Context: an optimization exercise on an open-source flow, tuned for a short achievable clock period and few clock cycles. The choices shown serve that exercise and are no tape-out recipe. At most, simulation tests tie the RTL to the original design; equivalence was not proved. Power is estimated from default activity; no workload was simulated.

Setup of trial 57:
==> flow/design.v <==
`timescale 1ns / 1ps
`timescale 1ns / 1ps
module regfile(
    input clk,
    input we,
    input [4:0] wa,
    input [31:0] wd,
    input [4:0] ra1, ra2,
    output [31:0] rd1, rd2
    );
    reg [31:0] rf [1:31];
    always @(posedge clk)
        if (we && wa != 5'd0)
            rf[wa] <= wd;
    assign rd1 = (we && wa == ra1 && ra1 != 5'd0) ? wd : (ra1 == 5'd0) ? 32'd0 : rf[ra1];
    assign rd2 = (we && wa == ra2 && ra2 != 5'd0) ? wd : (ra2 == 5'd0) ? 32'd0 : rf[ra2];
endmodule
`timescale 1ns / 1ps
module ALU(
    input [31:0] a,
    input [31:0] b,
    output [31:0] y
    );
    assign y = a + b;
endmodule
`timescale 1ns / 1ps
`timescale 1ns / 1ps
module cpu_pl(
    input clk,
    input rst,
    output [7:0] imem_addr,
    input [31:0] imem_data,
    output [7:0] dmem_addr,
    output [31:0] dmem_wdata,
    output dmem_we,
    input [31:0] dmem_rdata,
    output [7:0] io_addr,
    output [31:0] io_dout,
    output io_we,
    input [31:0] io_din
    );
    localparam OP_ADD  = 7'b0110011;
    localparam OP_ADDI = 7'b0010011;
    localparam OP_LW   = 7'b0000011;
    localparam OP_SW   = 7'b0100011;
    localparam OP_BEQ  = 7'b1100011;
    localparam OP_JAL  = 7'b1101111;
    wire stall;       
    reg  redirect;    
    reg  [31:0] redirect_pc;
    reg  [9:0]  f_pc_lo;     
    reg         f_took;      
    reg  [21:0] f_imm_hi_q;  
    reg         f_tgt_c, f_seq_c;  
    reg  [31:0] d_ir;
    reg         d_valid;
    reg  [9:0]  d_pc_lo;
    reg  [21:0] d_pc_hi;     
    wire [31:0] inst = imem_data;
    wire        f_is_jal = inst[6:0] == OP_JAL;
    wire        f_is_beq = inst[6:0] == OP_BEQ;
    wire        f_take   = f_is_jal | (f_is_beq & (inst[19:15] == inst[24:20]));
    wire [9:0]  f_imm_lo = {inst[29:25], (inst[3] ? inst[24:21] : inst[11:8]), 1'b0};
    wire [21:0] f_imm_hi = inst[3] ? {{11{inst[31]}}, inst[31], inst[19:12], inst[20], inst[30]}
                                   : {{19{inst[31]}}, inst[31], inst[7], inst[30]};
    wire [10:0] f_tgt_lo = {1'b0, f_pc_lo} + {1'b0, f_imm_lo};
    wire [10:0] f_seq_lo = {1'b0, f_pc_lo} + 11'd4;
    wire [21:0] f_pend_hi = f_took ? f_imm_hi_q : 22'd0;
    wire        f_pend_c  = f_took ? f_tgt_c : f_seq_c;
    wire [21:0] f_pc_hi  = d_pc_hi + f_pend_hi + {21'd0, f_pend_c};
    assign imem_addr = f_pc_lo[9:2];
    always @(posedge clk) begin
        if (rst) begin
            f_pc_lo   <= 10'd0;
            f_took    <= 1'b0;
            f_seq_c   <= 1'b0;
            d_pc_hi   <= 22'd0;
            d_valid   <= 1'b0;
        end else if (redirect) begin
            f_pc_lo   <= redirect_pc[9:0];
            f_took    <= 1'b0;
            f_seq_c   <= 1'b0;
            d_pc_hi   <= redirect_pc[31:10];
            d_valid   <= 1'b0;
        end else if (!stall) begin
            f_pc_lo   <= f_take ? f_tgt_lo[9:0] : f_seq_lo[9:0];
            f_took    <= f_take;
            f_seq_c   <= f_seq_lo[10];
            d_pc_hi   <= f_pc_hi;
            d_valid   <= 1'b1;
        end
    end
    always @(posedge clk) begin
        if (!stall) begin
            f_imm_hi_q <= f_imm_hi;
            f_tgt_c    <= f_tgt_lo[10];
        end
    end
    always @(posedge clk) begin
        if (!stall) begin
            d_ir    <= inst;
            d_pc_lo <= f_pc_lo;
        end
    end
    wire [6:0]  d_op  = d_ir[6:0];
    wire [4:0]  d_rd  = d_ir[11:7];
    wire [4:0]  d_rs1 = d_ir[19:15];
    wire [4:0]  d_rs2 = d_ir[24:20];
    wire [31:0] d_pc  = {d_pc_hi, d_pc_lo};
    wire d_add  = d_valid & (d_op == OP_ADD);
    wire d_addi = d_valid & (d_op == OP_ADDI);
    wire d_lw   = d_valid & (d_op == OP_LW);
    wire d_sw   = d_valid & (d_op == OP_SW);
    wire d_jal  = d_valid & (d_op == OP_JAL);
    wire d_beq  = d_valid & (d_op == OP_BEQ) & (d_rs1 != d_rs2);   
    wire d_use1 = d_add | d_addi | d_lw | d_sw | d_beq;
    wire d_use2 = d_add | d_beq;           
    wire d_wr   = (d_add | d_addi | d_lw | d_jal) & (d_rd != 5'd0);
    wire [31:0] d_imm_i = {{20{d_ir[31]}}, d_ir[31:20]};
    wire [31:0] d_imm_s = {{20{d_ir[31]}}, d_ir[31:25], d_ir[11:7]};
    wire [31:0] d_imm_b = {{20{d_ir[31]}}, d_ir[7], d_ir[30:25], d_ir[11:8], 1'b0};
    reg         e_wr, e_lw, e_sw, e_beq;
    reg  [4:0]  e_rd;
    reg         m_wr, m_lw, m_dwe, m_iowe;
    reg  [4:0]  m_rd;
    reg  [31:0] m_y, m_sd;
    reg         w_wr;
    reg  [4:0]  w_rd;
    reg  [31:0] w_val;
    wire [31:0] rf_rd1, rf_rd2;
    regfile u_rf(
        .clk(clk),
        .we(w_wr),
        .wa(w_rd),
        .wd(w_val),
        .ra1(d_rs1),
        .ra2(d_rs2),
        .rd1(rf_rd1),
        .rd2(rf_rd2)
    );
    wire [31:0] m_ld, w_next;
    wire d_e1 = e_wr & (e_rd == d_rs1);
    wire d_e2 = e_wr & (e_rd == d_rs2);
    wire d_m1 = m_wr & (m_rd == d_rs1);
    wire d_m2 = m_wr & (m_rd == d_rs2);
    assign stall = e_lw & ((d_use1 & d_e1) | ((d_use2 | d_sw) & d_e2));
    wire [31:0] d_tgt = d_pc + d_imm_b;
    reg  [31:0] e_a, e_b, e_sd, e_tgt;
    reg         e_fa1, e_fb1, e_fs1;
    always @(posedge clk) begin
        if (rst | redirect | stall) begin
            e_wr  <= 1'b0;
            e_lw  <= 1'b0;
            e_sw  <= 1'b0;
            e_beq <= 1'b0;
        end else begin
            e_wr  <= d_wr;
            e_lw  <= d_lw & d_wr;
            e_sw  <= d_sw;
            e_beq <= d_beq;
        end
    end
    always @(posedge clk) begin
        e_rd  <= d_rd;
        e_a   <= d_jal ? d_pc : d_m1 ? w_next : rf_rd1;
        e_b   <= d_jal ? 32'd4 : (d_addi | d_lw) ? d_imm_i : d_sw ? d_imm_s : d_m2 ? w_next : rf_rd2;
        e_sd  <= d_m2 ? w_next : rf_rd2;
        e_tgt <= d_tgt;
        e_fa1 <= d_use1 & d_e1;
        e_fb1 <= d_use2 & d_e2;
        e_fs1 <= d_e2;
    end
    wire [31:0] x_a  = e_fa1 ? m_y : e_a;
    wire [31:0] x_b  = e_fb1 ? m_y : e_b;
    wire [31:0] x_sd = e_fs1 ? m_y : e_sd;
    wire [31:0] x_sum;
    ALU u_alu(.a(x_a), .b(x_b), .y(x_sum));
    wire x_taken = e_beq & (x_a == x_b);
    always @(posedge clk) begin
        if (rst)
            redirect <= 1'b0;
        else
            redirect <= x_taken & ~redirect;
        redirect_pc <= e_tgt;
    end
    always @(posedge clk) begin
        if (rst | redirect) begin
            m_wr   <= 1'b0;
            m_lw   <= 1'b0;
            m_dwe  <= 1'b0;
            m_iowe <= 1'b0;
        end else begin
            m_wr   <= e_wr;
            m_lw   <= e_lw;
            m_dwe  <= e_sw & ~x_sum[10];
            m_iowe <= e_sw & x_sum[10];
        end
        m_rd <= e_rd;
        m_y  <= x_sum;
        m_sd <= x_sd;
    end
    assign dmem_addr  = m_y[9:2];
    assign dmem_wdata = m_sd;
    assign dmem_we    = m_dwe;
    assign io_addr    = m_y[7:0];
    assign io_dout    = m_sd;
    assign io_we      = m_iowe;
    assign m_ld   = m_y[10] ? io_din : dmem_rdata;
    assign w_next = m_lw ? m_ld : m_y;
    always @(posedge clk) begin
        if (rst)
            w_wr <= 1'b0;
        else
            w_wr <= m_wr;
        w_rd  <= m_rd;
        w_val <= w_next;
    end
endmodule
clock: 6.6 ns
lec_check: 0
abc_clock_period_in_ps: 2000
cap_margin: 20
core_margin: 2
core_utilization: 40
place_density: 0.6
setup_slack_margin: 4.2
slew_margin: 20
tns_end_percent: 100
run.sh (not shown) runs the stock make flow with config.mk's settings and CLKGATE_MAP_FILE= SYNTH_SCRIPT=/design/flow/synth_recipe.tcl, a recipe that flattens the netlist after the stock synthesis.
#### Input delta (build 61 over trial 57)
diff --git a/flow/design.v b/flow/design.v
--- a/flow/design.v
+++ b/flow/design.v
@@ -22,5 +22,45 @@
     output [31:0] y
     );
-    assign y = a + b;
+    wire [31:0] p0 = a ^ b;
+    wire [31:0] g0 = a & b;
+    wire [31:0] g1, p1, g2, p2, g3, p3, g4, p4, g5;
+    genvar i;
+    generate
+        for (i = 0; i < 32; i = i + 1) begin : ks
+            if (i >= 1) begin
+                assign g1[i] = g0[i] | (p0[i] & g0[i-1]);
+                assign p1[i] = p0[i] & p0[i-1];
+            end else begin
+                assign g1[i] = g0[i];
+                assign p1[i] = p0[i];
+            end
+            if (i >= 2) begin
+                assign g2[i] = g1[i] | (p1[i] & g1[i-2]);
+                assign p2[i] = p1[i] & p1[i-2];
+            end else begin
+                assign g2[i] = g1[i];
+                assign p2[i] = p1[i];
+            end
+            if (i >= 4) begin
+                assign g3[i] = g2[i] | (p2[i] & g2[i-4]);
+                assign p3[i] = p2[i] & p2[i-4];
+            end else begin
+                assign g3[i] = g2[i];
+                assign p3[i] = p2[i];
+            end
+            if (i >= 8) begin
+                assign g4[i] = g3[i] | (p3[i] & g3[i-8]);
+                assign p4[i] = p3[i] & p3[i-8];
+            end else begin
+                assign g4[i] = g3[i];
+                assign p4[i] = p3[i];
+            end
+            if (i >= 16)
+                assign g5[i] = g4[i] | (p4[i] & g4[i-16]);
+            else
+                assign g5[i] = g4[i];
+        end
+    endgenerate
+    assign y = p0 ^ {g5[30:0], 1'b0};
 endmodule
 `timescale 1ns / 1ps
### Flow results
Build 61 vs trial 57, final area went up by 1200 sq um. Higher synthesized instance count among build 61 and trial 57: build 61. Diff trial 57 -> build 61: area after synthesis went up about 0.5%; routed wire length per instance went down 2.1%. Compared with trial 57, build 61 shows a register-to-register slack that is 0.10 ns higher. Build 61 ended with more number of buffers created by CTS than trial 57. Build 61 ends up with a maximum ir drop on the vdd rail that is 15% lower than in trial 57. Status: switching fraction of total power parity (trial 57, build 61). Build 61 against trial 57: fmax now sits higher; final setup skew now larger.
Testbench counts of build 61, summed over its fixed seeds: cycles 16,171.
Function not checked in trial 57: the RTL went through the layout flow alone.

[static timing again, ports no longer ideal]
How much do the figures lean on ideal ports? The routed layouts below were timed once more, with nothing changed but the port constraints.
Step 1 sets driving cells, clkbuf_16 on the clock port and buf_2 on the other inputs (assumed; they add their load-dependent delay and slew).
Step 2, shift: input delay + t, output delay - t, t = (earliest + latest rising clock arrival at the registers) / 2. This alone moves slack from input paths to output paths.
a / b / c = ideal ports / drivers / drivers and shift; a / b = the first two.
run	t, ns	slack for setup (ns)	hold slack, ns
trial 57	0.878	3.362 / 3.375 / 2.520	0.307 / 0.307 / 0.307
build 61	0.875	3.468 / 3.468 / 2.790	0.323 / 0.323 / 0.323
After both steps setup and hold are still met in every run listed. For trial 57, which loses most, drivers alone change the setup slack by +0.013 ns; drivers and shift together by -0.842 ns.
